This is an optimization exercise on Yosys and OpenROAD, whose aim is small area, not a production implementation. In this exercise RTL edits were held to simulation tests only and were not proved equivalent to the original. No activity file was given, so power comes from the tool's default toggle rates.

Design TCAM_TOP, start of the top module:
module TCAM_TOP (
        input                   CLK
       ,input                   RESET
       ,input                   SEARCH
       ,input                   SETTING
       ,input   [127:0]         KEY
       ,input   [15:0]          SETTING_ID
       ,input   [17:0]          SETTING_MASKID
       ,input   [15:0]          SETTING_PRIORITY
       ,output  [15:0]          RULEID
       ,output                  SETTING_COMPLETE
       ,output                  SEARCH_COMPLETE
       ,output                  MISMATCH
       ,input                   DDR3_AVL_INIT
       ,input   [255:0]         DDR3_AVL_READDATA
       ,input                   DDR3_AVL_WAITREQUEST
       ,input                   DDR3_AVL_READDATAVALID
       ,output                  DDR3_AVL_READ
       ,output                  DDR3_AVL_WRITE
       ,output  [18:0]          DDR3_AVL_ADDRESS
       ,output  [255:0]         DDR3_AVL_WRITEDATA
       ,output                  DDR3_AVL_BURSTCOUNT
       ,output                  DDR3_AVL_INITCOMPLETE
	);
Size in the first run: about 1,700 cells after synthesis, roughly 460 flip-flops, about 20,000 um^2 of cells after synthesis.
clock: 10.0 ns
lec_check: 0
cap_margin: 20
core_margin: 2
core_utilization: 40
slew_margin: 20
standard.sh (not shown) runs the stock make flow with config.mk's settings and CLKGATE_MAP_FILE= SYNTH_SCRIPT=/design/flow/synth_recipe.tcl, a recipe that flattens the netlist after the stock synthesis.
==> flow/flow/run.sh <==
#!/bin/bash
# Standard ORFS layout (the standard.sh) with three changes that only
# affect cell choice, not the design or its constraints:
#  - synthesis maps logic with an area-oriented ABC script (flow/abc_area.script);
#    registers are untouched (ABC maps combinational logic only),
#  - ports are buffered with the smallest buffer (buf_1),
#  - CTS uses small clock buffers on small sink clusters, no dummy loads.
# Each tool writes its own log under orfs/logs; make's output is standard.log.
HERE=$(pwd)
{ head -n 1 synth_recipe.tcl
  echo "proc abc {args} { set i [lsearch \$args -script]; if {\$i >= 0} { lset args [expr {\$i + 1}] $HERE/flow/abc_area.script }; yosys abc {*}\$args }"
  tail -n +2 synth_recipe.tcl; } > synth_area.tcl
export BUFFER_PORTS_ARGS="-buffer_cell sky130_fd_sc_hd__buf_1"
export CTS_ARGS="-sink_clustering_enable -repair_clock_nets -dont_use_dummy_load -sink_clustering_size 8 -sink_clustering_max_diameter 40 -buf_list {sky130_fd_sc_hd__clkbuf_4 sky130_fd_sc_hd__clkbuf_8} -sink_clustering_buffer sky130_fd_sc_hd__clkbuf_4"
bash standard.sh SYNTH_SCRIPT=$HERE/synth_area.tcl finish > standard.log 2>&1
==> flow/flow/abc_area.script <==
&get -n
&st
&dch -f
&nf -a -R 1000
&put
The first run finished clean.
Next try:
--- a/flow/design.v
+++ b/flow/design.v
@@ -85,27 +85,26 @@
             3'd1: key_frag = KEY[ 31: 16];
             3'd2: key_frag = KEY[ 47: 32];
             3'd3: key_frag = KEY[ 63: 48];
             3'd4: key_frag = KEY[ 79: 64];
             3'd5: key_frag = KEY[ 95: 80];
             3'd6: key_frag = KEY[111: 96];
             default: key_frag = KEY[127:112];
         endcase
     end
     localparam M_IDLE = 2'd0, M_INIT = 2'd1, M_READ = 2'd2, M_WRITE = 2'd3;
     reg         avs_init, avs_read, avs_write;
     always @(posedge CLK or posedge RESET)
-        if (RESET) avs_init <= 0;
-        else avs_init <= DDR3_AVL_INIT;
-    always @(posedge CLK) begin avs_read <= sc_read; avs_write <= sc_write; end
+        if (RESET) begin avs_init <= 0; avs_read <= 0; avs_write <= 0; end
+        else begin avs_init <= DDR3_AVL_INIT; avs_read <= sc_read; avs_write <= sc_write; end
     reg [1:0]   m_state;
     reg         init_complete;
     reg         st_wr, st_rdv;
     reg [3:0]   burst_cnt;
     reg [18:0]  m_addr;
     wire max_addr = &m_addr;
     always @(posedge CLK or posedge RESET)
         if (RESET) begin
             m_state <= M_IDLE; init_complete <= 0;
         end else begin
             case (m_state)
                 M_IDLE: begin
@@ -170,76 +169,83 @@
         if (RESET) r_id_valid <= 0;
         else if (sdv_dd) r_id_valid <= ~rdata[179] & rdata[178];
     always @(posedge CLK)
         if (sdv_dd) begin
             r_mask <= rdata[161:144];
             r_ckey <= rdata[141:16];
         end
     always @(posedge CLK)
         if (sdv_d6) begin
             r_id   <= rdata[177:162];
             r_prio <= rdata[15:0];
         end
-    always @(posedge CLK) begin
-        sdv_d <= sc_sdv; sdv_dd <= sdv_d; sdv_d3 <= sdv_dd; sdv_d4 <= sdv_d3; sdv_d5 <= sdv_d4; sdv_d6 <= sdv_d5;
-        mask_complete <= seg_search_complete;
-    end
+    always @(posedge CLK or posedge RESET)
+        if (RESET) begin
+            sdv_d <= 0; sdv_dd <= 0; sdv_d3 <= 0; sdv_d4 <= 0; sdv_d5 <= 0; sdv_d6 <= 0; mask_complete <= 0;
+        end else begin
+            sdv_d <= sc_sdv; sdv_dd <= sdv_d; sdv_d3 <= sdv_dd; sdv_d4 <= sdv_d3; sdv_d5 <= sdv_d4; sdv_d6 <= sdv_d5;
+            mask_complete <= seg_search_complete;
+        end
     wire p_sdv      = sc_sdv & ~sdv_d;
     wire w_new_id   = p_sdv & r_id_valid;
     reg id_update;
-    always @(posedge CLK) id_update <= w_new_id;
+    always @(posedge CLK or posedge RESET)
+        if (RESET) id_update <= 0;
+        else id_update <= w_new_id;
     wire [17:0] grp_ok;
     genvar gi;
     generate for (gi = 0; gi < 18; gi = gi + 1) begin : grp
         assign grp_ok[gi] = r_mask[gi] | (r_ckey[7*gi +: 7] == KEY[7*gi +: 7]);
     end endgenerate
     reg cf_complete;      
-    always @(posedge CLK) cf_complete <= mask_complete;
+    always @(posedge CLK or posedge RESET)
+        if (RESET) cf_complete <= 0; else cf_complete <= mask_complete;
     wire p_mc   = mask_complete & ~cf_complete;
     reg        first_mc;      
     wire [15:0] kf_bits = {key_frag[15:14] & {2{avs_idx != 3'd7}}, key_frag[13:0]};
     reg         key_zero;
     always @(posedge CLK)
         if (sc_state == S_SHIFT && frag_cnt == 3'd0) key_zero <= ~|kf_bits;
         else key_zero <= key_zero & ~|kf_bits;
     reg        iu_d, iu_d2, iu_d3, iu_d4, iu_d5;
-    always @(posedge CLK) begin
-        iu_d <= id_update; iu_d2 <= iu_d; iu_d3 <= iu_d2; iu_d4 <= iu_d3; iu_d5 <= iu_d4;
-    end
     reg        c_match, c_match_d, cf_valid;
     always @(posedge CLK or posedge RESET)
         if (RESET) begin
             first_mc <= 1; c_match <= 1; c_match_d <= 0;
+            iu_d <= 0; iu_d2 <= 0; iu_d3 <= 0; iu_d4 <= 0; iu_d5 <= 0;
             cf_valid <= 0;
         end else begin
+            iu_d <= id_update; iu_d2 <= iu_d; iu_d3 <= iu_d2; iu_d4 <= iu_d3; iu_d5 <= iu_d4;
             c_match_d <= c_match;
             if (p_mc) begin
                 first_mc <= 0;
                 c_match <= first_mc | key_zero;
             end else if (id_update)
                 c_match <= &grp_ok;
             cf_valid <= c_match_d;
         end
     reg cc_d;
-    always @(posedge CLK) cc_d <= cf_complete;
+    always @(posedge CLK or posedge RESET)
+        if (RESET) cc_d <= 0; else cc_d <= cf_complete;
     wire p_cc    = cf_complete & ~cc_d;
     wire       cand_load = cf_valid & ~cf_complete;
     reg        cand_new, cand_cmp, pcc_d;
-    always @(posedge CLK) begin cand_new <= cand_load; cand_cmp <= cand_new; end
     reg [15:0] best_id, best_prio;
     reg        mismatch;
     always @(posedge CLK or posedge RESET)
         if (RESET) begin
-            pcc_d <= 0;
+            cand_new <= 0; cand_cmp <= 0; pcc_d <= 0;
             best_id <= 0; best_prio <= 0;
             mismatch <= 1;
         end else begin
+            cand_new <= cand_load;
+            cand_cmp <= cand_new;
             pcc_d    <= p_cc;
             if (pcc_d) begin best_id <= 0; best_prio <= 0; end
             else if (cand_cmp && (iu_d4 | iu_d5) && r_prio > best_prio) begin best_id <= r_id; best_prio <= r_prio; end
             if (p_cc) mismatch <= 1'b1;
             else if (cand_load) mismatch <= 1'b0;
         end
     assign RULEID          = best_id;
     assign MISMATCH        = mismatch;
     assign SEARCH_COMPLETE = pcc_d;
 endmodule
=> The new run completed without violations; clock power is about the same; core utilization is about the same; routed wire length is higher by 5.7%; via count is higher by 0.32%; die area is about the same; sequential power is higher by about 2%; worst setup slack barely changes; non-clock buffer count is lower by 3; synthesized cell count is lower by 0.89%; worst hold slack is about the same; total power is higher by 2.8%; final cell count is lower by 0.35%; clock-buffer cell count is lower by 2; synthesized area is about the same.

port drivers added, routing unchanged:
No port has a modelled driver above. Below, the same layouts with a new extraction and two added sets of constraints. Step 1 assumes that a clkbuf_16 drives the clock port and a buf_2 every other input. Step 2 times the ports against the registers' clock, not the clock port: input delays grow and output delays shrink by t, the midpoint of the rising clock arrivals with the driver on. Slacks: ideal ports / drivers / drivers and shift; pairs: ideal ports / drivers.
| run | shift t [ns] | setup slack, ns | latest minus earliest clock arrival (ns) | slew at the worst register clock pin (ns) |
|---|---|---|---|---|
| the first run | 0.661 | 5.520 / 5.538 / 4.891 | 0.088 / 0.087 | 0.09 / 0.09 |
| the second run | 0.652 | 5.522 / 5.534 / 4.903 | 0.102 / 0.102 | 0.10 / 0.10 |
After both steps setup and hold are still met in every run listed. For the first run, which loses most, drivers alone change the setup slack by +0.018 ns; drivers and shift together by -0.629 ns.
